Source: an optimization exercise on an open RTL-to-GDS flow (aim: small area). Production flows keep margins and buffers that such runs may drop.
Only simulation tests tie the RTL to the original design; equivalence was not proved.
No activity file was given, so power comes from the tool's default toggle rates. No driver is modelled on the clock port, so clocking that relies on it looks cheaper here than on a real chip.

**design/flow/run.sh**
```bash
#!/bin/bash
# synth_recipe.tcl (not shown) runs the flow's synth.tcl, then flattens the netlist and writes it again
# the make line also repeats each setting of config.mk as NAME=value (left out here)
make -C /OpenROAD-flow-scripts/flow DESIGN_CONFIG=/design/flow/config.mk WORK_HOME=/design/flow/orfs CLKGATE_MAP_FILE= SYNTH_SCRIPT=/design/flow/synth_recipe.tcl finish
```
**design/flow/config.mk**
```make
export PLATFORM = sky130hd
export DESIGN_NAME = top
export DESIGN_NICKNAME = top
export VERILOG_FILES = /design/flow/design.v
export SDC_FILE = /design/flow/constraint.sdc
export NUM_CORES = 4
export LEC_CHECK = 0
export CAP_MARGIN = 20
export CORE_MARGIN = 2
export CORE_UTILIZATION = 40
export PLACE_DENSITY = 0.6
export SLEW_MARGIN = 20
```
**design/flow/constraint.sdc**
```tcl
create_clock -name core_clock -period 5.0 [get_ports {clk}]
set_input_delay 1.0000 -clock core_clock [delete_from_list [all_inputs] [get_ports {clk}]]
set_output_delay 1.0000 -clock core_clock [all_outputs]
set_load 0.01 [all_outputs]
```
**design/flow/design.v**
```verilog
module master (
	input wire clk,
	input wire rst_n,
	input wire [4:0] paddr,
	input wire [31:0] pwdata,
	input wire pwrite_in,
	input wire pready,
	output reg psel,
	output reg penable,
	output reg pwrite,
	output reg [4:0] paddr_out,
	output reg [31:0] pwdata_out
);
reg [1:0] state, next_state;
localparam IDLE = 2'b00;
localparam SETUP = 2'b01;
localparam ACCESS = 2'b10;
localparam WAIT = 2'b11;
always @(posedge clk or negedge rst_n) begin
	if(!rst_n) begin
		state <= IDLE;
	end else begin
		state <= next_state;
	end
end
always @(*) begin
	case (state)
		IDLE: begin
			next_state <=  SETUP; 
		end
		SETUP: begin
			next_state <= ACCESS;
		end
		ACCESS: begin
			next_state <= (pready) ? IDLE : WAIT;
		end
		WAIT: begin
			next_state <= (pready) ? IDLE : WAIT;
		end
	endcase
end
always @(posedge clk or negedge rst_n) begin
	if(!rst_n) begin
		psel <= 1'b0;
		penable <= 1'b0;
		pwrite <= 1'b0;
		paddr_out = 5'h00;
		pwdata_out = 32'h00000000;
	end else begin
		case (state) 
			IDLE: begin
				psel <= 1'b0;
				penable <= 1'b0;
				pwrite <= 1'b0;
			end
			SETUP: begin
				psel <= 1'b1;
				pwrite <= pwrite_in;
			end
			ACCESS: begin
				penable <= 1'b1;
				if(!pready) begin
					paddr_out <= paddr;
					pwdata_out <= pwdata;
				end 
			end
			WAIT: begin	
				if(!pready) begin
					paddr_out <= paddr;
					pwdata_out <= pwdata;
				end
			end
		endcase
	end
end	
endmodule
module slave (
	input wire clk,
	input wire rst_n,
	input wire psel,
	input wire penable,
	input wire pwrite,
	input wire [4:0] paddr,
	input wire [31:0] pwdata,
	output reg pready,
	output reg [31:0] data
);
reg [1:0] state, next_state;
reg [31:0] memory[31:0];
integer i;
reg [2:0] slave_time;
localparam IDLE = 2'b00;
localparam SETUP = 2'b01;
localparam ACCESS = 2'b10;
always @(posedge clk or negedge rst_n) begin
	if(!rst_n) begin
		state <= IDLE;
	end else begin
		state <= next_state;
	end
end
always @(*) begin
	case (state) 
		IDLE: next_state <= (psel) ? SETUP : IDLE; 
		SETUP: next_state <= (psel && penable) ? ACCESS : SETUP;
		ACCESS: next_state <= IDLE;
		default: next_state <= IDLE;
	endcase
end
always @(posedge clk or negedge rst_n) begin
	if(!rst_n) begin
		pready <= 1'b0;
		data <= 32'h00000000;
		for(i = 0; i < 32; i = i + 1) begin
			memory[i] <= 32'h00000000;
		end
		slave_time <= 3'b000;
	end else begin
		if(state == ACCESS) begin
			if(slave_time == 3'b100) begin
				if(pwrite) begin
					memory[paddr] <= pwdata;
					pready <= 1'b1;
					data <= 32'h00000000;
				end else begin
					data <= memory[paddr];
					pready <= 1'b1;
				end
				slave_time <= 3'b000;
			end else begin
				slave_time <= slave_time + 1'b1;
			end
		end else begin
			pready <= 1'b0;
		end
	end
end
endmodule
module top(
	input wire clk,
	input wire rst_n,
	input wire [4:0] paddr,
	input wire [31:0] pwdata,
	input wire pwrite_in,
	output reg [31:0] data,
	output reg pready
);
wire psel, penable, pwrite, pready_internal;
wire [4:0] paddr_internal;
wire [31:0] pwdata_internal, data_out;
master ic1 (
	.clk(clk),
	.rst_n(rst_n),
	.paddr(paddr),
	.pwdata(pwdata),
	.pwrite_in(pwrite_in),
	.pready(pready_internal),
	.psel(psel),
	.penable(penable),
	.pwrite(pwrite),
	.paddr_out(paddr_internal),
	.pwdata_out(pwdata_internal)
);
slave ic2 (
	.clk(clk),
	.rst_n(rst_n),
	.psel(psel),
	.penable(penable),
	.pwrite(pwrite),
	.paddr(paddr_internal),
	.pwdata(pwdata_internal),
	.pready(pready_internal),
	.data(data_out)
);
always @(*) begin
	pready <= pready_internal;
	data <= data_out;
end
endmodule
```
==> results by group, run 1 <==
STA
  • Total Negative Setup Slacks: 0 ps
  • Hold Violations, Final: 0
  • Number of pins with negative max-slew slack in the final report: 0
  • RSZ-0062 raised after global routing: false
  • Final setup viols: 0
  • Post-layout minimum cycle time: ~3400 ps
  • Top achievable clock speed: 293 MHz
  • Slew HR: 22.5%
  • Fraction of the cycle the final worst path needs: 68.3%
  • Slew of the pin with the lowest slew margin: 1160 ps
  • Worst Skew: slightly below 20 ps
  • Crit path setup slack, layout: 1580 ps

Global routing
  • GR Overflow Total: 0
  • Antenna violations before repair: 1
  • Pin count of the biggest net entering global routing: 158
  • GRT Resource Usage Total: 23.0%
  • Global-route wire length before repair: 214000 µm
  • Vias in the first global route: 31241

Worst setup path
  • Max stage delay cell, worst path: dfrtp_4
  • Cell breakdown of the critical path: buf_4 -> or3b_4 -> buf_12 -> o221ai_2 -> nor4_1 -> a32oi_1
  • Worst endpoint data arrival time: 3970 ps
  • Category of the critical setup timing path: reg -> reg
  • Highest cell delay on the worst timing path: 720 ps
  • Worst endpoint required time: 5550 ps
  • Buffers & Inverters on Critical Path: 2
  • Dominant delay contributor by cell family on the critical path: simple AND/OR/NAND/NOR gates
  • Kind of start point of the critical path: register
  • Kind of end point of the critical path: register
  • Biggest fanout along the worst timing path: 28

Synthesis
  • Synthesis warning total: 4
  • Primary flip-flop cell chosen by synthesis mapping: dfrtp_1
  • Number of flops mapped to enable cells by yosys: 0
  • Yosys reg bits: 1104
  • Number of distinct library cells after synthesis: 54
  • Portion of the post-synthesis area used by sequential elements: between 50% and 60%
  • Mean instance size in the synthesized netlist: 13.9 µm²
  • Post-synth net total: 3536
  • Post-Syn Area: 0.0486 mm²
  • Synthesized instance count: between 3000 and 4000
  • Async set-reset flop share out of synthesis: 100%

Die
  • Die Wd: between 300 and 400 µm
  • Initial cell density of the core: 40.4%
  • Die area: 0.124 mm²
  • Number of rows created at floorplan: 127
  • Core area: ~0.12 mm²
  • Die extent in y: 353 µm
  • Number of placed I/O pins: 73

Clock network
  • Number of buffers on the longest clock path: 3
  • Count of hold-fix buffers inserted at cts: 0
  • CTS tree: yes
  • Resized Gates After CTS: 0
  • Clock network latency to the later pin of the worst-skew pair: between 700 and 800 ps
  • Clock transition time at the flip-flop clock pins of the worst setup and hold paths: roughly 60 ps
  • Inserted Clock Buffers: 116
  • Buffers inserted during post-CTS setup optimization: 0
  • Buffer type at the clock tree root: clkbuf_16
  • Number of sinks handled by clock tree synthesis: between 1000 and 1500
  • H-tree depth: 3

Detailed routing
  • Detailed-route wire length: 143000 µm
  • Number of nets with antenna violations after routing: 0
  • Vias: just over 30000
  • First-iteration detailed-routing DRC count: 2322
  • Post-route DRC: 0
  • Detailed-routing iteration count for the pre-antenna-repair pass: 5
  • Average vias per placed instance: about 5.9
  • DR WL/cell: roughly 28 µm

Worst hold path
  • Worst hold path type: in -> async

Outcome
  • Status: timing/DRC/antenna clean

Placement
  • GPL Wtd Cong: between 0.8 and 0.9
  • Detailed placer's ending HPWL: 83700 µm
  • Pre-CTS WS: between 1500 and 2000 ps
  • Total placed instance area: 0.0511 mm²
  • Cell count after placement: 4942
  • Port Buffers: 72

Power and ir drop
  • Net switching share of the total power: 22.7%
  • Internal power summed over all cells: 14.5 mW
  • Net switching power of the design: ~4.3 mW
  • Power share of the sequential group: 49.6%
  • Fraction of power consumed by combinational cells: 3.7%
  • Leakage power figure: around 26 nW
  • Fraction of power consumed by the clock network: 46.7%
  • Pwr Total: 18.7 mW
  • Power Density: 341 mW/mm²
  • Maximum vdd ir drop: between 0.0002 and 0.0003 V

Final layout
  • Fillcell total: 10752
  • Final net count: 3491
  • Final cell count without fillers: 5150
  • Fraction of final layout cells with drive strength greater than 1: about two fifths
  • Area Overhead vs Synth: 13.2%
  • Fin area: 0.0550 mm²

Run
  • Max-cap violation count: 0
-- state kept, by name (all words and copies together) (netlist names) --
register	count
ic2.state	2
ic1.pwdata_out	32
ic1.paddr_out	5
ic1.psel	1
ic2.slave_time	3
ic2.data	32
ic1.penable	1
ic2.pready	1
ic1.pwrite	1
ic1.state	2
ic2.memory	1024
-- metrics by stage --
step	util (%)	hold WS [ps]
6_report	45.7	242
5_1_grt	45.7	253
4_1_cts	45.7	221
3_5_place_dp	42.5	467
3_3_place_gp	42.4	452
2_1_floorplan	-	439
-- worst reg2reg max path, delay by kind of cell (launching register included) --
kind / cells / cell delay, ps
buffers and inverters: 2 / 980
and+or+nand+nor: 2 / 1220
DFF: 1 / 720
AOI/OAI and AO/OA: 2 / 350
-- area by class of cell --
cell class              count  area [µm²]  area share, %
multi-input cells        2059       19800           36.0
well taps                1612        2020           3.67
repair buffers            164        1650           3.00
diodes                      1        2.50        0.00455
clock buffers             175        3530           6.42
flip-flops and latches   1104       27700           50.3
clock inverters            31         340          0.619
inverters                   4        15.0         0.0273
-- synthesized netlist by cell type, drive strengths merged (2+ instances only) --
cell    count  area [µm²]
a211oi      2        15.0
a21oi      70         350
a221oi     34         298
a22o       63         552
a22oi     156        1170
a31oi       2        12.5
a32oi      33         289
and2        6        37.5
and3       66         413
buf       151         772
clkbuf    176         661
dfrtp    1104       27600
ha          2        25.0
inv         4        15.0
mux2     1093       12300
mux2i     188        1880
nand2      77         292
nand2b      3        18.8
nand3       7        35.0
nand3b      4        30.0
nand4       2        12.5
nor2       27         124
nor2b       5        31.3
nor3        5        25.0
nor3b       4        51.3
nor4       32         200
o21ai      38         190
o221ai     30         450
o22ai      93         582
o31ai       2        15.0
or2         3        18.8
or3         2        12.5
-- routing by layer --
layer	vias to the layer above	wire (µm)	GRT usage (%)
met5	-	0	0
met3	241	7090	3.48
met4	0	4330	7.03
met2	775	67000	37.1
met1	16300	65000	31.9
li1	12926	-	-
-- cells by family after synthesis --
| group | Yosys count | synth area share, % |
|---|---|---|
| buf+inv | 331 | 2.98 |
| mux | 1281 | 29.2 |
| flops | 1104 | 56.8 |
| compound gates | 529 | 8.18 |
| fa+ha+maj | 2 | 0.0515 |
| simple gates | 247 | 2.75 |
-- power by group through the flow --
stage	sequential, mW	combinational [mW]	clock (mW)
floorplan	9.31	0.405	0
global placement	9.46	0.689	0
detailed placement	9.46	0.701	0
CTS	9.30	0.702	8.90
global route	9.32	0.750	9.27
finish	9.30	0.690	8.75
-- path summary, 6_finish.rpt --
path	end	slack (ps)	start	cells after the start
setup / recovery	ic2.data[0]	1580	ic1.paddr_out[1]	6
hold / removal	ic2.memory[15][2]	240	rst_n	1
setup reg to reg	ic2.data[0]	1580	ic1.paddr_out[1]	6
hold reg to reg	ic2.state[1]	470	ic2.state[1]	1
max in group asynchronous	ic1.pwdata_out[18]	3410	rst_n	2
min in group core_clock	ic2.state[1]	470	ic2.state[1]	1
-- cells in the final DEF, fill, tap and decap left out, types with 63 or more instances in the layout --
| cell | instances |
|---|---|
| dfrtp_1 | 1085 |
| mux2_2 | 1073 |
| buf_4 | 73 |
| clkbuf_16 | 119 |
| a22o_1 | 63 |
| a21oi_1 | 70 |
| clkdlybuf4s50_1 | 71 |
| a22oi_1 | 156 |
| mux2i_1 | 188 |
| o22ai_1 | 93 |
| and3_1 | 65 |
==> run 2, diff against run 1 <==
==> design/flow/design.v (replaced) <==
module top(
	input wire clk,
	input wire rst_n,
	input wire [4:0] paddr,
	input wire [31:0] pwdata,
	input wire pwrite_in,
	output reg [31:0] data,
	output reg pready
);
reg [4:0] c;
wire dir_cap  = (c == 5'd1)  | (c == 5'd19);
wire addr_cap = (c == 5'd15) | (c == 5'd30);
wire complete = (c == 5'd16) | (c == 5'd31);
wire clear    = (c <= 5'd10);
always @(posedge clk or negedge rst_n)
	if (!rst_n) c <= 5'd0;
	else c <= (c == 5'd31) ? 5'd17 : c + 5'd1;
reg pw;
always @(posedge clk or negedge rst_n)
	if (!rst_n) pw <= 1'b0;
	else if (dir_cap) pw <= pwrite_in;
reg [4:0] rot;
always @(posedge clk or negedge rst_n)
	if (!rst_n) rot <= 5'd0;
	else rot <= rot + 5'd1;
reg [4:0] pa;
reg [31:0] pd;
reg pend;
always @(posedge clk or negedge rst_n)
	if (!rst_n) begin
		pa <= 5'd0;
		pd <= 32'd0;
	end else if (addr_cap) begin
		pa <= paddr;
		pd <= pwdata;
	end
wire [4:0] pos = pa + rot;
wire at0 = (pos == 5'd31);
wire at1 = (pos == 5'd10);
wire at2 = (pos == 5'd21);
wire ins0 = clear | (pend & at0);
wire ins1 = clear | (pend & at1);
wire ins2 = clear | (pend & at2);
always @(posedge clk or negedge rst_n)
	if (!rst_n) pend <= 1'b0;
	else if (addr_cap) pend <= pw;
	else if (at0 | at1 | at2) pend <= 1'b0;
reg [1023:0] ring;
wire [1023:0] shifted = {ring[991:0], ring[1023:992]};
always @(posedge clk) begin
	ring <= shifted;
	if (ins0) ring[0*32 +: 32]  <= pd;
	if (ins1) ring[11*32 +: 32] <= pd;
	if (ins2) ring[22*32 +: 32] <= pd;
end
reg [31:0] rdata;
integer k;
always @(*) begin
	rdata = 32'd0;
	for (k = 0; k < 32; k = k + 1)
		rdata = rdata | (ring[k*32 +: 32] & {32{pos == k}});
end
always @(posedge clk or negedge rst_n)
	if (!rst_n) begin
		data <= 32'd0;
		pready <= 1'b0;
	end else begin
		pready <= complete;
		if (complete) data <= pw ? 32'd0 : rdata;
	end
endmodule
==> results by group, run 2 <==
STA
  • Worst Skew: 41.5 ps (+21.8 ps)
  • Slew of the pin with the lowest slew margin: 1180 ps (+18.9 ps)
  • Number of pins with negative max-slew slack in the final report: 0 (unchanged)
  • Total Negative Setup Slacks: 0 ps (unchanged)
  • Slew HR: 21.2% (-1.3 points)
  • Final setup viols: 0 (unchanged)
  • Hold Violations, Final: 0 (unchanged)
  • Post-layout minimum cycle time: 3940 ps (+523 ps)
  • RSZ-0062 raised after global routing: false
  • Fraction of the cycle the final worst path needs: 78.8% (+10 points)
  • Top achievable clock speed: 254 MHz (-13%)

Clock network
  • Buffers inserted during post-CTS setup optimization: 0 (unchanged)
  • Resized Gates After CTS: 0 (unchanged)
  • Inserted Clock Buffers: 103 (-11%)
  • Number of buffers on the longest clock path: 3 (unchanged)
  • Clock transition time at the flip-flop clock pins of the worst setup and hold paths: 60 ps (about the same)
  • H-tree depth: 3 (unchanged)
  • Count of hold-fix buffers inserted at cts: 0 (unchanged)
  • Number of sinks handled by clock tree synthesis: 1106 (+0.18%)
  • Buffer type at the clock tree root: clkbuf_16
  • Clock network latency to the later pin of the worst-skew pair: 680 ps (-30 ps)
  • CTS tree: yes

Final layout
  • Leading registers by flop count: ring: 1024 flops, data: 32 flops, pd: 32 flops
  • Final net count: 2555 (-27%)
  • Max FFs per register: 1024 (unchanged)
  • Most frequent standard cell in the layout excluding fill and tap cells: dfxtp_1
  • Final cell count without fillers: 3665 (-29%)
  • Most used cells in the layout excluding fill and tap cells: dfxtp_1, a22o_1, a21oi_1
  • Area Overhead vs Synth: 18.0%
  • Fraction of final layout cells with drive strength greater than 1: 16.3% (-25 points)
  • Most flop-heavy register: ring
  • Final core utilization: 47.5% (+1.8 points)

Global routing
  • Global-route wire length before repair: 146000 µm (-32%)
  • Grt met3 use: 4.67% (+1.2 points)
  • Top Usage Layer GRT: met2
  • Met1 Resource Use GR: 31.6% (-0.34 points)
  • Antenna violations before repair: 0 (-1)
  • Global routing usage on met2: 36.5% (-0.60 points)
  • Vias in the first global route: 21767 (-30%)
  • Pin count of the biggest net entering global routing: 84 (-47%)
  • GR Overflow Total: 0 (unchanged)
  • GRT Resource Usage Total: 23.2% (+0.24 points)

Synthesis
  • Area contributors post-synth: dfxtp_1, dfrtp_1, a22o_1
  • Synthesized instance count: 2429 (-30%)
  • Largest area contributor in the synthesized netlist: dfxtp_1
  • Yosys reg bits: 1106 (+0.18%)
  • Post-Syn Area: 0.0330 mm² (-32%)
  • Number of flops mapped to enable cells by yosys: 0 (unchanged)
  • Post-synth net total: 2479 (-30%)
  • Portion of the post-synthesis area used by sequential elements: 68.4% (+12 points)
  • Area share of the largest cell type after synthesis: 62.2% (+5.4 points)
  • Most repeated cell in the gate-level netlist after synthesis: dfxtp_1
  • Mean instance size in the synthesized netlist: 13.6 µm² (-2.5%)
  • Number of distinct library cells after synthesis: 73 (+35%)
  • Async set-reset flop share out of synthesis: 7.41% (-93 points)
  • Synthesis warning total: 1 (-3)
  • Leading post-synthesis cells by instance count: dfxtp_1, a22o_1, a21oi_1
  • Primary flip-flop cell chosen by synthesis mapping: dfxtp_1

Outcome
  • Status: timing/DRC/antenna clean

Placement
  • Detailed placer's ending HPWL: 55400 µm (-34%)
  • GPL Wtd Cong: 0.867 (+5.9%)
  • Cell count after placement: 3470 (-30%)
  • Port Buffers: 72 (unchanged)

Detailed routing
  • DR WL/cell: 27.3 µm (-2.1%)
  • Detailed-routing iteration count for the pre-antenna-repair pass: 6 (+1)
  • Post-route DRC: 0 (unchanged)
  • Detailed-route wire length: 100000 µm (-30%)
  • Vias: 21090 (-30%)
  • First-iteration detailed-routing DRC count: 1705 (-27%)
  • Number of nets with antenna violations after routing: 0 (unchanged)
  • Average vias per placed instance: 5.75 (-2.0%)

Worst hold path
  • Worst hold path type: reg -> reg

Power and ir drop
  • Maximum vdd ir drop: 0.000322 V (+15%)
  • Leakage power figure: 15.0 nW (-43%)
  • Power Density: 470 mW/mm² (+38%)

Die
  • Number of rows created at floorplan: 105 (-17%)
  • Die extent in y: 291 µm (-17%)
  • Die area: 0.0847 mm² (-32%)
  • Number of placed I/O pins: 73 (unchanged)
  • Die Wd: 291 µm (-17%)
  • Initial cell density of the core: 40.3% (-0.14 points)
  • Core area: 0.0818 mm² (-32%)

Worst setup path
  • Setup slack of the most critical reg-to-reg path: 1060 ps (-520 ps)
  • Kind of start point of the critical path: register
  • Cell breakdown of the critical path: ha_4 -> fa_4 -> xnor2_1 -> o21ai_0 -> a2111o_2 -> nor2_4 -> buf_4 -> a22o_1 -> a221oi_1 -> a41oi_2
  • Category of the critical setup timing path: reg -> reg
  • Worst endpoint data arrival time: 4510 ps (+540 ps)
  • Buffers & Inverters on Critical Path: 1 (-1)
  • Max stage delay cell, worst path: a2111o_2
  • Biggest fanout along the worst timing path: 15 (-46%)
  • Dominant delay contributor by cell family on the critical path: compound AO/OA/AOI/OAI gates
  • Kind of end point of the critical path: register
  • Worst endpoint required time: 5570 ps (+20 ps)
  • Highest cell delay on the worst timing path: 680 ps (-40 ps)

Run
  • Max-cap violation count: 0 (unchanged)
-- run 2: changes by cell type after synthesis, sizes merged, moves of 60 or more --
cell     change
a22o       +119
clkbuf      -75
o22ai       -63
mux2       -955
and3        -61
dfrtp     -1022
a21oi       +61
dfxtp     +1024
mux2i       -87
o2bb2ai     +60
a22oi       -89
buf         -90
-- run 2: final cells by class --
class | count | area (µm²)
Antenna cell | 1 | 2.50
Clock buffer | 162 | 3140
Clock inverter | 32 | 558
Fill cell | 7093 | 43000
Inverter | 37 | 139
Multi-Input combinational cell | 1124 | 9820
Sequential cell | 1106 | 22600
Tap cell | 1070 | 1340
Timing Repair Buffer | 133 | 1320
-- run 2: logic make-up (layout without fill, tap and decap cells) --
logic type	after synthesis	count (layout)	synth area share, %
AND/OR/NAND/NOR	171	171	2.95
other	0	1	0
AO/OA/AOI/OAI	662	662	15.5
buffers and inverters	199	364	2.52
adder cells (fa/ha/maj)	10	10	0.402
multiplexers	270	270	9.90
flip-flops	1106	1106	68.4
XOR/XNOR	11	11	0.315
-- run 2: final timing paths --
| kind | from | endpoint | depth (start not counted) |
|---|---|---|---|
| max | rot[0] | data[12] | 10 |
| min | ring[253] | ring[285] | 0 |
| max reg2reg | rot[0] | data[12] | 10 |
| min reg2reg | ring[253] | ring[285] | 0 |
| max in group asynchronous | rst_n | pd[31] | 2 |
| min in group asynchronous | rst_n | pd[7] | 1 |
-- run 2: power by group --
part           total, mW  internal, mW  switching, mW
Sequential          9.12          9.00          0.119
Combinational      0.763         0.246          0.517
Clock               8.39          5.01           3.38
-- run 2: stage by stage --
| stage | power, mW | hold WS, ps | setup slack (ps) | cell area, µm² |
|---|---|---|---|---|
| 2_1_floorplan | 9.64 | 323 | 1900 | 33000 |
| 3_3_place_gp | 10.0 | 331 | 1120 | 35200 |
| 3_5_place_dp | 10.1 | 331 | 1110 | 35200 |
| 4_1_cts | 18.4 | 330 | 1100 | 38900 |
| 5_1_grt | 18.8 | 338 | 917 | 38900 |
| 6_report | 18.3 | 325 | 1060 | 38900 |
-- run 2: layer usage --
layer,vias to the layer above,wire length (µm)
li1,9159,-
met1,10695,43700
met2,993,45000
met3,243,7680
met4,0,3550
met5,-,0
==> run 3, diff against run 2 <==
--- a/design/flow/design.v
+++ b/design/flow/design.v
@@ -53,12 +53,26 @@
 	if (ins1) ring[11*32 +: 32] <= pd;
 	if (ins2) ring[22*32 +: 32] <= pd;
 end
-reg [31:0] rdata;
-integer k;
-always @(*) begin
-	rdata = 32'd0;
-	for (k = 0; k < 32; k = k + 1)
-		rdata = rdata | (ring[k*32 +: 32] & {32{pos == k}});
+wire [32:0] sel;
+assign sel[32] = 1'b0;
+genvar k, b, g;
+for (k = 0; k < 32; k = k + 1) begin : dec
+	assign sel[k] = complete & ~pw & (pos == k);
+end
+wire [31:0] rdata;
+for (b = 0; b < 32; b = b + 1) begin : rd
+	wire [10:0] t;
+	wire [32:0] d;
+	for (k = 0; k < 32; k = k + 1) begin : col
+		assign d[k] = ring[k*32 + b];
+	end
+	assign d[32] = 1'b0;
+	for (g = 0; g < 10; g = g + 1) begin : grp
+		aoi222 u (.a0(d[3*g]), .b0(sel[3*g]), .a1(d[3*g+1]), .b1(sel[3*g+1]),
+		          .a2(d[3*g+2]), .b2(sel[3*g+2]), .y(t[g]));
+	end
+	aoi22 u10 (.a0(d[30]), .b0(sel[30]), .a1(d[31]), .b1(sel[31]), .y(t[10]));
+	assign rdata[b] = ~&t;
 end
 always @(posedge clk or negedge rst_n)
 	if (!rst_n) begin
@@ -66,6 +80,12 @@
 		pready <= 1'b0;
 	end else begin
 		pready <= complete;
-		if (complete) data <= pw ? 32'd0 : rdata;
+		data <= rdata | (data & {32{~complete}});
 	end
 endmodule
+module aoi222(input a0, b0, a1, b1, a2, b2, output y);
+assign y = ~((a0 & b0) | (a1 & b1) | (a2 & b2));
+endmodule
+module aoi22(input a0, b0, a1, b1, output y);
+assign y = ~((a0 & b0) | (a1 & b1));
+endmodule
--- a/design/flow/config.mk
+++ b/design/flow/config.mk
@@ -10,3 +10,5 @@
 export CORE_UTILIZATION = 40
 export PLACE_DENSITY = 0.6
 export SLEW_MARGIN = 20
+export SYNTH_HIERARCHICAL = 1
+export SYNTH_MINIMUM_KEEP_SIZE = 0
==> results by group, run 3 <==
STA
  • Final-layout worst hold slack: 331 ps (+6.59 ps)
  • Fraction of the cycle the final worst path needs: 83.1% (+4.3 points)
  • Slew of the pin with the lowest slew margin: 1000 ps (-179 ps)
  • Hold Violations, Final: 0 (unchanged)
  • Top achievable clock speed: 241 MHz (-5.1%)
  • Worst Skew: 26.1 ps (-15.5 ps)
  • Final setup viols: 0 (unchanged)
  • Slew HR: 33.1% (+12 points)
  • Number of pins with negative max-slew slack in the final report: 0 (unchanged)
  • Total Negative Setup Slacks: 0 ps (unchanged)
  • Post-layout minimum cycle time: 4150 ps (+214 ps)
  • RSZ-0062 raised after global routing: false

Run
  • Max-cap violation count: 0 (unchanged)

Worst setup path
  • Highest cell delay on the worst timing path: 780 ps (+100 ps)
  • Kind of start point of the critical path: register
  • Reg2reg path depth: 10 (unchanged)
  • Cell breakdown of the critical path: ha_1 -> fa_1 -> xor2_1 -> nor3b_1 -> nand3_1 -> nor2_4 -> buf_4 -> a22oi_2 -> nand3_1 -> a2111o_1
  • Buffers & Inverters on Critical Path: 1 (unchanged)
  • Biggest fanout along the worst timing path: 19 (+4)
  • Dominant delay contributor by cell family on the critical path: simple AND/OR/NAND/NOR gates
  • Category of the critical setup timing path: reg -> reg
  • Kind of end point of the critical path: register
  • CP Depth: 10 (unchanged)
  • Max stage delay cell, worst path: nor2_4
  • Cell seen most often among critical-path stages: nand3_1
  • Worst endpoint required time: 5580 ps (about the same)
  • Worst endpoint data arrival time: 4730 ps (+220 ps)

Clock network
  • Clock network latency to the later pin of the worst-skew pair: 650 ps (-30 ps)
  • Number of sinks handled by clock tree synthesis: 1106 (unchanged)
  • Buffers inserted during post-CTS setup optimization: 0 (unchanged)
  • Buffer type at the clock tree root: clkbuf_16
  • Number of buffers on the longest clock path: 3 (unchanged)
  • Inserted Clock Buffers: 101 (-1.9%)
  • Clock transition time at the flip-flop clock pins of the worst setup and hold paths: 60 ps (about the same)
  • Count of hold-fix buffers inserted at cts: 0 (unchanged)
  • Resized Gates After CTS: 0 (unchanged)
  • CTS tree: yes
  • H-tree depth: 3 (unchanged)

Die
  • Die Wd: 275 µm (-5.4%)
  • Initial cell density of the core: 40.4% (+0.13 points)
  • Core area: 0.0728 mm² (-11%)
  • Die area: 0.0757 mm² (-11%)
  • Number of placed I/O pins: 73 (unchanged)
  • Die extent in y: 275 µm (-5.4%)
  • Number of rows created at floorplan: 99 (-5.7%)

Synthesis
  • Portion of the post-synthesis area used by sequential elements: 76.7% (+8.2 points)
  • Area share of the largest cell type after synthesis: 69.7% (+7.5 points)
  • Number of distinct library cells after synthesis: 43 (-41%)
  • Primary flip-flop cell chosen by synthesis mapping: dfxtp_1
  • Number of flops mapped to enable cells by yosys: 0 (unchanged)
  • Async set-reset flop share out of synthesis: 7.41% (unchanged)
  • Largest area contributor in the synthesized netlist: dfxtp_1
  • Yosys reg bits: 1106 (unchanged)
  • Post-Syn Area: 0.0294 mm² (-11%)
  • Synthesis warning total: 7 (+6)
  • Mean instance size in the synthesized netlist: 15.9 µm² (+17%)
  • Most repeated cell in the gate-level netlist after synthesis: dfxtp_1
  • Area contributors post-synth: dfxtp_1, a222oi_1, dfrtp_1
  • Post-synth net total: 1898 (-23%)
  • Synthesized instance count: 1848 (-24%)
  • Leading post-synthesis cells by instance count: dfxtp_1, a222oi_1, mux2_2

Final layout
  • Final net count: 2095 (-18%)
  • Most flop-heavy register: ring
  • Fraction of final layout cells with drive strength greater than 1: 18.9% (+2.5 points)
  • Most frequent standard cell in the layout excluding fill and tap cells: dfxtp_1
  • Final core utilization: 48.3% (+0.77 points)
  • Most used cells in the layout excluding fill and tap cells: dfxtp_1, a222oi_1, mux2_2
  • Max FFs per register: 1024 (unchanged)
  • Leading registers by flop count: ring: 1024 flops, data: 32 flops, pd: 32 flops
  • Area Overhead vs Synth: 19.5%
  • Number of inserted diodes: 0 (-1)
  • Fillcell total: 6224 (-12%)

Global routing
  • Global-route wire length before repair: 122000 µm (-16%)
  • GRT Resource Usage Total: 21.8% (-1.5 points)
  • Antenna violations before repair: 0 (unchanged)
  • Vias in the first global route: 18623 (-14%)
  • GR Overflow Total: 0 (unchanged)
  • Pin count of the biggest net entering global routing: 36 (-57%)

Detailed routing
  • Vias: 18081 (-14%)
  • First-iteration detailed-routing DRC count: 2798 (+64%)
  • Detailed-routing iteration count for the pre-antenna-repair pass: 10 (+4)
  • DR WL/cell: 26.9 µm (-1.4%)
  • Post-route DRC: 0 (unchanged)
  • Average vias per placed instance: 5.87 (+2.0%)
  • Number of nets with antenna violations after routing: 0 (unchanged)
  • Detailed-route wire length: 82800 µm (-17%)

Power and ir drop
  • Pwr Total: 16.7 mW (-8.6%)
  • Power Density: 475 mW/mm² (+1.0%)
  • Leakage power figure: 13.5 nW (-10%)
  • Maximum vdd ir drop: 0.000274 V (-15%)

Worst hold path
  • Min-Delay Path Depth: 0 (unchanged)
  • Worst hold path type: reg -> reg

Placement
  • Detailed placer's ending HPWL: 45900 µm (-17%)
  • Port Buffers: 72 (unchanged)
  • GPL Wtd Cong: 0.801 (-7.5%)

Outcome
  • Status: timing/DRC/antenna clean
## run 3: changes by cell type after synthesis, sizes merged, moves of 63 or more
cell    change
a22o      -182
mux2i      -99
nand4      +63
a21oi     -127
a222oi    +319
clkbuf     -97
## run 3: kinds of logic (layout without fill, tap and decap cells)
logic type,after synthesis,after routing,share of synthesized area (%)
buf+inv,26,298,0.536
flops,1106,1106,76.7
fa+ha+maj,10,10,0.451
xor+xnor,8,8,0.238
mux,136,136,5.22
compound gates,401,401,14.0
simple gates,161,161,2.91
## run 3: layout make-up
cell class	count	area, µm²	area share (%)
Multi-Input combinational cell	716	6980	19.9
Timing Repair Buffer	114	1200	3.40
Clock inverter	30	272	0.772
Sequential cell	1106	22600	64.1
Tap cell	959	1200	3.41
Clock buffer	148	2940	8.35
Inverter	6	22.5	0.0641
## run 3: modules after synthesis, one instance, submodules excluded
| module | cell area [µm²] | cells | copies in the design |
|---|---|---|---|
| top | 25800 | 1496 | 1 |
| aoi22 | 12.5 | 1 | 32 |
| aoi222 | 10.0 | 1 | 320 |
## run 3: worst paths after layout
path,startpoint,end,slack (ps)
min reg2reg,ring[894],ring[926],330
min in group asynchronous,rst_n,data[1],340
max in group asynchronous,rst_n,data[16],3730
max reg2reg,rot[0],data[17],850
min,ring[894],ring[926],330
max,rot[0],data[17],850
## run 3: report_power, final
group / switching [mW] / internal, mW / total [mW]
sequential: 0.115 / 9.01 / 9.12
clock: 3.21 / 4.22 / 7.42
combinational: 0.0734 / 0.0743 / 0.148
## run 3: layer usage
| metal | vias up | global-route usage [%] | share of wire, % |
|---|---|---|---|
| met5 | - | 0 | 0 |
| met4 | 0 | 8.78 | 3.2 |
| met3 | 164 | 3.13 | 7.1 |
| met2 | 805 | 36.3 | 48 |
| met1 | 9225 | 28.5 | 42 |
| li1 | 7887 | - | - |
## run 3: per-stage QoR
step / setup WS [ps] / area (µm²) / cells
floorplan: 815 / 29400 / 1848
global placement: 1050 / 32000 / 2901
detailed placement: 952 / 32000 / 2901
CTS: 928 / 35200 / 3079
global route: 737 / 35200 / 3079
finish: 847 / 35200 / 3079
==> run 4, diff against run 3 <==
==> design/flow/design.v (replaced) <==
module top(
	input wire clk,
	input wire rst_n,
	input wire [4:0] paddr,
	input wire [31:0] pwdata,
	input wire pwrite_in,
	output reg [31:0] data,
	output reg pready
);
reg [4:0] c;
wire dir_cap  = (c == 5'd1)  | (c == 5'd19);
wire addr_cap = (c == 5'd15) | (c == 5'd30);
wire complete = (c == 5'd16) | (c == 5'd31);
wire clear    = (c <= 5'd11);
always @(posedge clk or negedge rst_n)
	if (!rst_n) c <= 5'd0;
	else c <= (c == 5'd31) ? 5'd17 : c + 5'd1;
reg pw;
always @(posedge clk)
	if (dir_cap) pw <= pwrite_in;
reg [4:0] rot;
always @(posedge clk)
	rot <= rot + 5'd1;
reg [4:0] pa;
reg [31:0] pd;
reg pend;
always @(posedge clk)
	if (addr_cap) pa <= paddr;
wire pd_keep = ~addr_cap & ~clear;
wire [31:0] pd_next;
genvar k, b, g;
for (b = 0; b < 32; b = b + 1) begin : pdn
	ao22 u (.a0(pwdata[b]), .b0(addr_cap), .a1(pd[b]), .b1(pd_keep), .y(pd_next[b]));
end
always @(posedge clk)
	pd <= pd_next;
wire [4:0] pos = pa + rot;
wire at0 = (pos == 5'd31);
wire at1 = (pos == 5'd10);
wire at2 = (pos == 5'd21);
wire ins0 = clear | (pend & at0);
wire ins1 = clear | (pend & at1);
wire ins2 = clear | (pend & at2);
always @(posedge clk or negedge rst_n)
	if (!rst_n) pend <= 1'b0;
	else if (addr_cap) pend <= pw;
	else if (at0 | at1 | at2) pend <= 1'b0;
reg [1023:0] ring;
wire [1023:0] shifted = {ring[991:0], ring[1023:992]};
wire [1023:0] ring_next;
for (k = 0; k < 32; k = k + 1) begin : pos_k
	if (k == 0 || k == 11 || k == 22) begin : ins
		wire s = (k == 0) ? ins0 : (k == 11) ? ins1 : ins2;
		assign ring_next[k*32 +: 32] = s ? pd : shifted[k*32 +: 32];
	end else begin : pass
		assign ring_next[k*32 +: 32] = shifted[k*32 +: 32];
	end
end
always @(posedge clk)
	ring <= ring_next;
wire hold = ~complete;
wire [32:0] sel;
assign sel[32] = hold;
for (k = 0; k < 32; k = k + 1) begin : dec
	assign sel[k] = complete & ~pw & (pos == k);
end
wire [31:0] dnext;
for (b = 0; b < 32; b = b + 1) begin : rd
	wire [10:0] t;
	for (g = 0; g < 10; g = g + 1) begin : grp
		aoi222 u (.a0(ring[(3*g)*32 + b]), .b0(sel[3*g]),
		          .a1(ring[(3*g+1)*32 + b]), .b1(sel[3*g+1]),
		          .a2(ring[(3*g+2)*32 + b]), .b2(sel[3*g+2]), .y(t[g]));
	end
	aoi222 u10 (.a0(ring[30*32 + b]), .b0(sel[30]), .a1(ring[31*32 + b]), .b1(sel[31]),
	            .a2(data[b]), .b2(sel[32]), .y(t[10]));
	nd11 u11 (.t(t), .y(dnext[b]));
end
always @(posedge clk or negedge rst_n)
	if (!rst_n) begin
		data <= 32'd0;
		pready <= 1'b0;
	end else begin
		pready <= complete;
		data <= dnext;
	end
endmodule
module aoi222(input a0, b0, a1, b1, a2, b2, output y);
assign y = ~((a0 & b0) | (a1 & b1) | (a2 & b2));
endmodule
module nd11(input [10:0] t, output y);
assign y = ~&t;
endmodule
module ao22(input a0, b0, a1, b1, output y);
assign y = (a0 & b0) | (a1 & b1);
endmodule
==> design/flow/flow/run.sh (new file) <==
#!/bin/bash
set -euo pipefail
export BUFFER_PORTS_ARGS="-buffer_cell sky130_fd_sc_hd__buf_1"
export CTS_ARGS="-sink_clustering_enable -repair_clock_nets -dont_use_dummy_load -sink_clustering_size 30 -sink_clustering_max_diameter 70"
bash standard.sh finish > standard.log 2>&1
==> design/flow/standard.sh (new file) <==
#!/bin/bash
# synth_recipe.tcl (not shown) runs the flow's synth.tcl, then flattens the netlist and writes it again
# the make line also repeats each setting of config.mk as NAME=value (left out here)
make -C /OpenROAD-flow-scripts/flow DESIGN_CONFIG=/design/flow/config.mk WORK_HOME=/design/flow/orfs CLKGATE_MAP_FILE= SYNTH_SCRIPT=/design/flow/synth_recipe.tcl "${@:-finish}"
--- a/design/flow/config.mk
+++ b/design/flow/config.mk
@@ -7,8 +7,8 @@
 export LEC_CHECK = 0
 export CAP_MARGIN = 20
 export CORE_MARGIN = 2
-export CORE_UTILIZATION = 40
-export PLACE_DENSITY = 0.6
+export CORE_UTILIZATION = 70
+export PLACE_DENSITY = 0.85
 export SLEW_MARGIN = 20
 export SYNTH_HIERARCHICAL = 1
 export SYNTH_MINIMUM_KEEP_SIZE = 0
removed: design/flow/run.sh
==> results by group, run 4 <==
STA
  • Hold Violations, Final: 0 (unchanged)
  • Top achievable clock speed: 247 MHz (+2.4%)
  • Final setup viols: 0 (unchanged)
  • Slew of the pin with the lowest slew margin: 1100 ps (+101 ps)
  • Total Negative Setup Slacks: 0 ps (unchanged)
  • RSZ-0062 raised after global routing: false
  • Slew HR: 26.0% (-7.1 points)
  • Number of pins with negative max-slew slack in the final report: 0 (unchanged)
  • Post-layout minimum cycle time: 4060 ps (-97.7 ps)
  • Worst Skew: 38.9 ps (+12.8 ps)
  • Crit path setup slack, layout: 945 ps (+97.7 ps)
  • Fraction of the cycle the final worst path needs: 81.1% (-2.0 points)

Placement
  • Cell count after placement: 2478 (-15%)
  • Port Buffers: 72 (unchanged)
  • Detailed placer's ending HPWL: 46500 µm (+1.2%)
  • GPL Wtd Cong: 0.861 (+7.5%)
  • Pre-CTS WS: 1080 ps (+132 ps)

Clock network
  • Buffer type at the clock tree root: clkbuf_16
  • Buffers inserted during post-CTS setup optimization: 0 (unchanged)
  • CTS tree: yes
  • Clock transition time at the flip-flop clock pins of the worst setup and hold paths: 120 ps (+60 ps)
  • Resized Gates After CTS: 0 (unchanged)
  • Inserted Clock Buffers: 43 (-57%)
  • Count of hold-fix buffers inserted at cts: 0 (unchanged)
  • Number of buffers on the longest clock path: 3 (unchanged)
  • Number of sinks handled by clock tree synthesis: 1106 (unchanged)
  • H-tree depth: 2 (-1)
  • Clock network latency to the later pin of the worst-skew pair: 620 ps (-30 ps)

Power and ir drop
  • Pwr Total: 13.0 mW (-22%)
  • Maximum vdd ir drop: 0.000323 V (+18%)
  • Leakage power figure: 12.1 nW (-10%)
  • Power Density: 411 mW/mm² (-13%)

Final layout
  • Most flop-heavy register: ring
  • Fillcell total: 2226 (-64%)
  • Fraction of final layout cells with drive strength greater than 1: 11.4% (-7.5 points)
  • Area Overhead vs Synth: 8.97%
  • Final net count: 2041 (-2.6%)
  • Most frequent standard cell in the layout excluding fill and tap cells: dfxtp_1
  • Register Area: 0.0224 mm² (-0.69%)
  • Final core utilization: 77.3% (+29 points)
  • Most used cells in the layout excluding fill and tap cells: dfxtp_1, a222oi_1, mux2_2
  • Max FFs per register: 1024 (unchanged)
  • Area of the multi-input gates: 0.00667 mm² (-4.4%)
  • Leading registers by flop count: ring: 1024 flops, data: 32 flops, pd: 32 flops
  • Final cell count without fillers: 2522 (-18%)

Detailed routing
  • First-iteration detailed-routing DRC count: 4331 (+55%)
  • Average vias per placed instance: 7.61 (+30%)
  • DR WL/cell: 33.0 µm (+23%)
  • Vias: 19201 (+6.2%)
  • Detailed-route wire length: 83100 µm (+0.36%)
  • Number of nets with antenna violations after routing: 0 (unchanged)
  • Post-route DRC: 0 (unchanged)
  • Detailed-routing iteration count for the pre-antenna-repair pass: 12 (+2)

Die
  • Number of rows created at floorplan: 74 (-25%)
  • Die extent in y: 207 µm (-25%)
  • Initial cell density of the core: 70.9% (+31 points)
  • Number of placed I/O pins: 73 (unchanged)
  • Core area: 0.0408 mm² (-44%)
  • Die Wd: 207 µm (-25%)
  • Die area: 0.0430 mm² (-43%)

Global routing
  • GRT Resource Usage Total: 37.5% (+16 points)
  • GR Overflow Total: 0 (unchanged)
  • Vias in the first global route: 19167 (+2.9%)
  • Antenna violations before repair: 1 (+1)
  • Pin count of the biggest net entering global routing: 40 (+11%)
  • Global-route wire length before repair: 121000 µm (-1.3%)

Synthesis
  • Yosys reg bits: 1106 (unchanged)
  • Number of distinct library cells after synthesis: 48 (+12%)
  • Synthesis warning total: 7 (unchanged)
  • Largest area contributor in the synthesized netlist: dfxtp_1
  • Leading post-synthesis cells by instance count: dfxtp_1, a222oi_1, mux2_2
  • Mean instance size in the synthesized netlist: 15.7 µm² (-1.2%)
  • Portion of the post-synthesis area used by sequential elements: 77.3% (+0.68 points)
  • Area share of the largest cell type after synthesis: 73.3% (+3.7 points)
  • Area contributors post-synth: dfxtp_1, a222oi_1, mux2_2
  • Synthesized instance count: 1841 (-0.38%)
  • Primary flip-flop cell chosen by synthesis mapping: dfxtp_1
  • Most repeated cell in the gate-level netlist after synthesis: dfxtp_1
  • Post-synth net total: 1891 (-0.37%)
  • Number of flops mapped to enable cells by yosys: 6 (+6)
  • Async set-reset flop share out of synthesis: 3.53% (-3.9 points)
  • Post-Syn Area: 0.0290 mm² (-1.6%)

Worst hold path
  • Min-Delay Path Depth: 0 (unchanged)
  • Worst hold path type: reg -> reg

Worst setup path
  • Worst endpoint required time: 5550 ps (-30 ps)
  • Reg2reg path depth: 10 (unchanged)
  • Biggest fanout along the worst timing path: 17 (-2)
  • Kind of end point of the critical path: register
  • Kind of start point of the critical path: register
  • Worst endpoint data arrival time: 4600 ps (-130 ps)
  • Category of the critical setup timing path: reg -> reg

Outcome
  • Status: timing/DRC/antenna clean

Run
  • Max-cap violation count: 0 (unchanged)
==> run 4: stage by stage <==
stage	area, µm²	hold slack, ps
6_report	31600	303
5_1_grt	31600	313
4_1_cts	31600	315
3_5_place_dp	30500	336
3_3_place_gp	30500	333
2_1_floorplan	29000	330
==> run 4: where the power goes <==
group | internal (mW) | switching, mW | total, mW | leakage (nW)
Sequential | 8.86 | 0.0363 | 8.90 | 9.16
Combinational | 0.0206 | 0.0221 | 0.0427 | 2.44
Clock | 1.56 | 2.49 | 4.05 | 0.530
Total | 10.4 | 2.55 | 13.0 | 12.1
==> run 4: layout make-up <==
| type | count | share of cell area [%] |
|---|---|---|
| antenna | 1 | 0.00793 |
| tap | 532 | 2.11 |
| sequential | 1106 | 71.0 |
| clock buffer | 43 | 3.41 |
| multi-input combinational | 713 | 21.1 |
| inverter | 7 | 0.0833 |
| timing repair buffer | 120 | 2.28 |
==> run 4: routing by layer <==
metal  vias to the layer above  global-route usage, %  share of wire [%]
li1                       7731                      -                  -
met1                      9486                   49.5                 36
met2                      1668                   57.9                 45
met3                       316                   9.83                 14
met4                         0                   18.2                4.7
met5                         -                      0                  0
==> run 4: critical path, stage by stage (launching register included) <==
cell      delay, ps
edfxtp_1        430
ha_1            300
a21o_1          120
a21oi_2          70
xnor2_1         860
nand2_1         510
nor2_4          900
buf_4           350
a222oi_1        140
nand4_1         190
or3_1           130
==> run 4: path summary, 6_finish.rpt <==
kind,start,to,slack (ps)
min reg2reg,ring[224],ring[256],300
max in group asynchronous,rst_n,data[30],3820
max,pa[1],data[23],940
max reg2reg,pa[1],data[23],940
min,ring[224],ring[256],300
min in group asynchronous,rst_n,data[14],600
==> run 4: modules after synthesis, one instance, submodules excluded <==
module,copies in the design,cell area [µm²]
top,1,24400
nd11,32,23.8
ao22,32,8.76
aoi222,352,10.0
==> run 4: kinds of logic (layout without fill, tap and decap cells) <==
kind of cell               count (synthesis)  in the layout  share of synthesized area (%)
buffers and inverters                     22            170                          0.523
AOI/OAI and AO/OA                        401            401                           13.7
muxes                                     99             99                           3.84
adders and majority gates                 10             10                          0.458
DFF                                     1106           1106                           77.3
and+or+nand+nor                          193            193                           3.70
other                                      0              1                              0
xor gates and xnor gates                  10             10                          0.406
==> run 5, diff against run 4 <==
--- a/design/flow/config.mk
+++ b/design/flow/config.mk
@@ -7,8 +7,8 @@
 export LEC_CHECK = 0
 export CAP_MARGIN = 20
 export CORE_MARGIN = 2
-export CORE_UTILIZATION = 70
-export PLACE_DENSITY = 0.85
+export CORE_UTILIZATION = 55
+export PLACE_DENSITY = 0.7
 export SLEW_MARGIN = 20
 export SYNTH_HIERARCHICAL = 1
 export SYNTH_MINIMUM_KEEP_SIZE = 0
==> results by group, run 5 <==
Clock network
  • Resized Gates After CTS: 0 (unchanged)
  • Buffers inserted during post-CTS setup optimization: 0 (unchanged)
  • Inserted Clock Buffers: 46 (+7.0%)
  • Number of sinks handled by clock tree synthesis: 1106 (unchanged)
  • Clock network latency to the later pin of the worst-skew pair: 630 ps (about the same)
  • Clock transition time at the flip-flop clock pins of the worst setup and hold paths: 100 ps (-20 ps)
  • Buffer type at the clock tree root: clkbuf_16
  • CTS tree: yes
  • Count of hold-fix buffers inserted at cts: 0 (unchanged)
  • H-tree depth: 2 (unchanged)
  • Number of buffers on the longest clock path: 3 (unchanged)

Placement
  • GPL Wtd Cong: 0.827 (-3.9%)
  • Pre-CTS WS: 924 ps (-160 ps)
  • Detailed placer's ending HPWL: 46100 µm (-0.76%)
  • Port Buffers: 72 (unchanged)

Detailed routing
  • Average vias per placed instance: 6.77 (-11%)
  • Vias: 18187 (-5.3%)
  • Detailed-routing iteration count for the pre-antenna-repair pass: 10 (-2)
  • Number of nets with antenna violations after routing: 0 (unchanged)
  • Post-route DRC: 0 (unchanged)
  • DR WL/cell: 30.1 µm (-8.8%)
  • First-iteration detailed-routing DRC count: 4181 (-3.5%)
  • Detailed-route wire length: 80700 µm (-2.9%)

Outcome
  • Status: timing/DRC/antenna clean

STA
  • Slew of the pin with the lowest slew margin: 1060 ps (-44.6 ps)
  • Crit path setup slack, layout: 1120 ps (+175 ps)
  • RSZ-0062 raised after global routing: false
  • Fraction of the cycle the final worst path needs: 77.6% (-3.5 points)
  • Total Negative Setup Slacks: 0 ps (unchanged)
  • Post-layout minimum cycle time: 3880 ps (-175 ps)
  • Slew HR: 29.3% (+3.3 points)
  • Hold Violations, Final: 0 (unchanged)
  • Worst Skew: 57.1 ps (+18.2 ps)
  • Number of pins with negative max-slew slack in the final report: 0 (unchanged)
  • Top achievable clock speed: 258 MHz (+4.5%)
  • Final setup viols: 0 (unchanged)

Global routing
  • GR Overflow Total: 0 (unchanged)
  • Met1 Resource Use GR: 42.7% (-6.8 points)
  • Vias in the first global route: 17769 (-7.3%)
  • Grt met3 use: 6.37% (-3.5 points)
  • Antenna violations before repair: 0 (-1)
  • Global routing usage on met2: 43.1% (-15 points)
  • GRT Resource Usage Total: 29.0% (-8.5 points)
  • Pin count of the biggest net entering global routing: 40 (unchanged)
  • Global-route wire length before repair: 115000 µm (-4.4%)
  • Top Usage Layer GRT: met2

Worst hold path
  • Worst hold start: ring[115]
  • Min-Delay Path Depth: 0 (unchanged)
  • Hold worst-path end: ring[147]
  • Worst hold path type: reg -> reg

Synthesis
  • Synthesis warning total: 7 (unchanged)
  • Area contributors post-synth: dfxtp_1, a222oi_1, mux2_2
  • Largest area contributor in the synthesized netlist: dfxtp_1
  • Yosys reg bits: 1106 (unchanged)
  • Primary flip-flop cell chosen by synthesis mapping: dfxtp_1
  • Synthesized instance count: 1841 (unchanged)
  • Async set-reset flop share out of synthesis: 3.53% (unchanged)
  • Most repeated cell in the gate-level netlist after synthesis: dfxtp_1
  • Number of flops mapped to enable cells by yosys: 6 (unchanged)
  • Post-Syn Area: 0.0290 mm² (unchanged)
  • Area share of the largest cell type after synthesis: 73.3% (unchanged)
  • Number of distinct library cells after synthesis: 48 (unchanged)
  • Post-synth net total: 1891 (unchanged)
  • Portion of the post-synthesis area used by sequential elements: 77.3% (unchanged)
  • Leading post-synthesis cells by instance count: dfxtp_1, a222oi_1, mux2_2
  • Mean instance size in the synthesized netlist: 15.7 µm² (unchanged)

Worst setup path
  • Worst r2r src: pa[0]
  • Worst endpoint data arrival time: 4450 ps (-150 ps)
  • Reg-to-reg critical path endpoint: data[19]
  • Biggest fanout along the worst timing path: 23 (+6)
  • Setup slack of the most critical reg-to-reg path: 1120 ps (+170 ps)
  • Reg2reg path depth: 11 (+1)
  • Category of the critical setup timing path: reg -> reg
  • Kind of start point of the critical path: register
  • Worst endpoint required time: 5570 ps (+20 ps)
  • Kind of end point of the critical path: register
  • Startpoint of the worst setup timing path: pa[0]

Final layout
  • Area of the multi-input gates: 0.00668 mm² (+0.11%)
  • Fillcell total: 3915 (+76%)
  • Most flop-heavy register: ring
  • Most frequent standard cell in the layout excluding fill and tap cells: dfxtp_1
  • Fraction of final layout cells with drive strength greater than 1: 11.8% (+0.45 points)
  • Register Area: 0.0224 mm² (unchanged)
  • Max FFs per register: 1024 (unchanged)
  • Leading registers by flop count: ring: 1024 flops, data: 32 flops, pd: 32 flops
  • Final net count: 2050 (+0.44%)
  • Number of inserted diodes: 0 (-1)
  • Most used cells in the layout excluding fill and tap cells: dfxtp_1, a222oi_1, mux2_2
  • Area Overhead vs Synth: 10.5%

Power and ir drop
  • Leakage power figure: 12.2 nW (+0.84%)
  • Maximum vdd ir drop: 0.000265 V (-18%)
  • Power Density: 410 mW/mm² (-0.38%)

Die
  • Die extent in y: 233 µm (+13%)
  • Die area: 0.0545 mm² (+27%)
  • Die Wd: 233 µm (+13%)
  • Initial cell density of the core: 55.3% (-16 points)
  • Number of placed I/O pins: 73 (unchanged)
  • Core area: 0.0523 mm² (+28%)
  • Number of rows created at floorplan: 84 (+14%)

Run
  • Max-cap violation count: 0 (unchanged)
run 5: how the worst max path moves through the flow:
stage / endpoint / slack, ps / cells past startpoint
3_5_place_dp: data[19] / 920 / 10
5_1_grt: data[22] / 900 / 11
2_1_floorplan: data[0] / 1370 / 9
6_report: data[19] / 1120 / 11
4_1_cts: data[12] / 970 / 10
3_3_place_gp: data[22] / 1060 / 10
run 5: logic make-up (layout without fill, tap and decap cells):
group           count (synthesis)  in the layout  synth area share [%]
simple gates                  193            193                  3.70
compound gates                401            401                  13.7
flops                        1106           1106                  77.3
buf+inv                        22            179                 0.523
mux                            99             99                  3.84
fa+ha+maj                      10             10                 0.458
xor+xnor                       10             10                 0.406
run 5: metrics by stage:
step	power [mW]	area, µm²	cells	util [%]	hold slack (ps)
floorplan	9.09	29000	1841	-	330
global route	13.5	32000	2686	61.1	285
detailed placement	9.14	30800	2640	58.9	335
finish	13.1	32000	2686	61.1	292
global placement	9.13	30800	2640	58.9	332
CTS	13.2	32000	2686	61.1	294
run 5: layout make-up:
| class | count | share of cell area [%] |
|---|---|---|
| clock buffers | 46 | 3.60 |
| inverters | 7 | 0.0821 |
| repair buffers | 126 | 2.74 |
| flip-flops and latches | 1106 | 70.0 |
| multi-input cells | 713 | 20.9 |
| well taps | 688 | 2.69 |
run 5: report_power, final:
part           switching (mW)  internal [mW]
sequential             0.0351           8.86
combinational          0.0217         0.0206
clock                    2.52           1.66
run 5: per-layer routing:
layer	wire length [µm]	part of all wire, %	vias up
met2	35300	44	1059
li1	-	-	7743
met1	34400	43	9221
met5	0	0	-
met4	2250	2.8	0
met3	8790	11	164
run 5: modules after synthesis (local to each module, per instance):
module / times used / cell area (µm²) / flops+latches
ao22: 32 / 8.76 / 0
aoi222: 352 / 10.0 / 0
nd11: 32 / 23.8 / 0
top: 1 / 24400 / 1106
run 5: critical path, stage by stage (launching register included):
cell and delay, ps:
edfxtp_1 390, ha_1 220, fa_1 430, nand3_1 110, nand2_1 90, xnor2_2 490, nand4_1 500, nor2_4 950
buf_4 340, a222oi_1 140, nand4_1 90, or3_1 120

afterwards: timing with drivers on the ports:
The results above use ideal ports. As a check the final layouts listed here were re-extracted and re-timed, cells and wires unchanged. Step 1 assumes that a clkbuf_16 drives the clock port and a buf_2 every other input. Step 2 moves the port delays by t, midway between the first and last clock arrival at a register: inputs arrive t later, outputs are due t later. That takes back most of the time a late clock gives input paths. a / b / c = ideal / step 1 / step 2; a / b = the first two.
| run | shift t [ns] | setup WS [ns] | worst hold slack (ns) | latest minus earliest clock arrival (ns) |
|---|---|---|---|---|
| run 1 | 0.773 | 1.583 / 1.583 / 1.583 | 0.242 / 0.226 / 0.469 | 0.024 / 0.024 |
| run 2 | 0.718 | 1.061 / 1.061 / 1.061 | 0.325 / 0.325 / 0.325 | 0.043 / 0.043 |
| run 3 | 0.704 | 0.847 / 0.847 / 0.847 | 0.331 / 0.303 / 0.331 | 0.032 / 0.033 |
| run 4 | 0.659 | 0.945 / 0.945 / 0.945 | 0.303 / 0.303 / 0.303 | 0.041 / 0.040 |
| run 5 | 0.659 | 1.120 / 1.120 / 1.120 | 0.292 / 0.292 / 0.292 | 0.060 / 0.061 |
After both steps setup and hold are still met in every run listed.
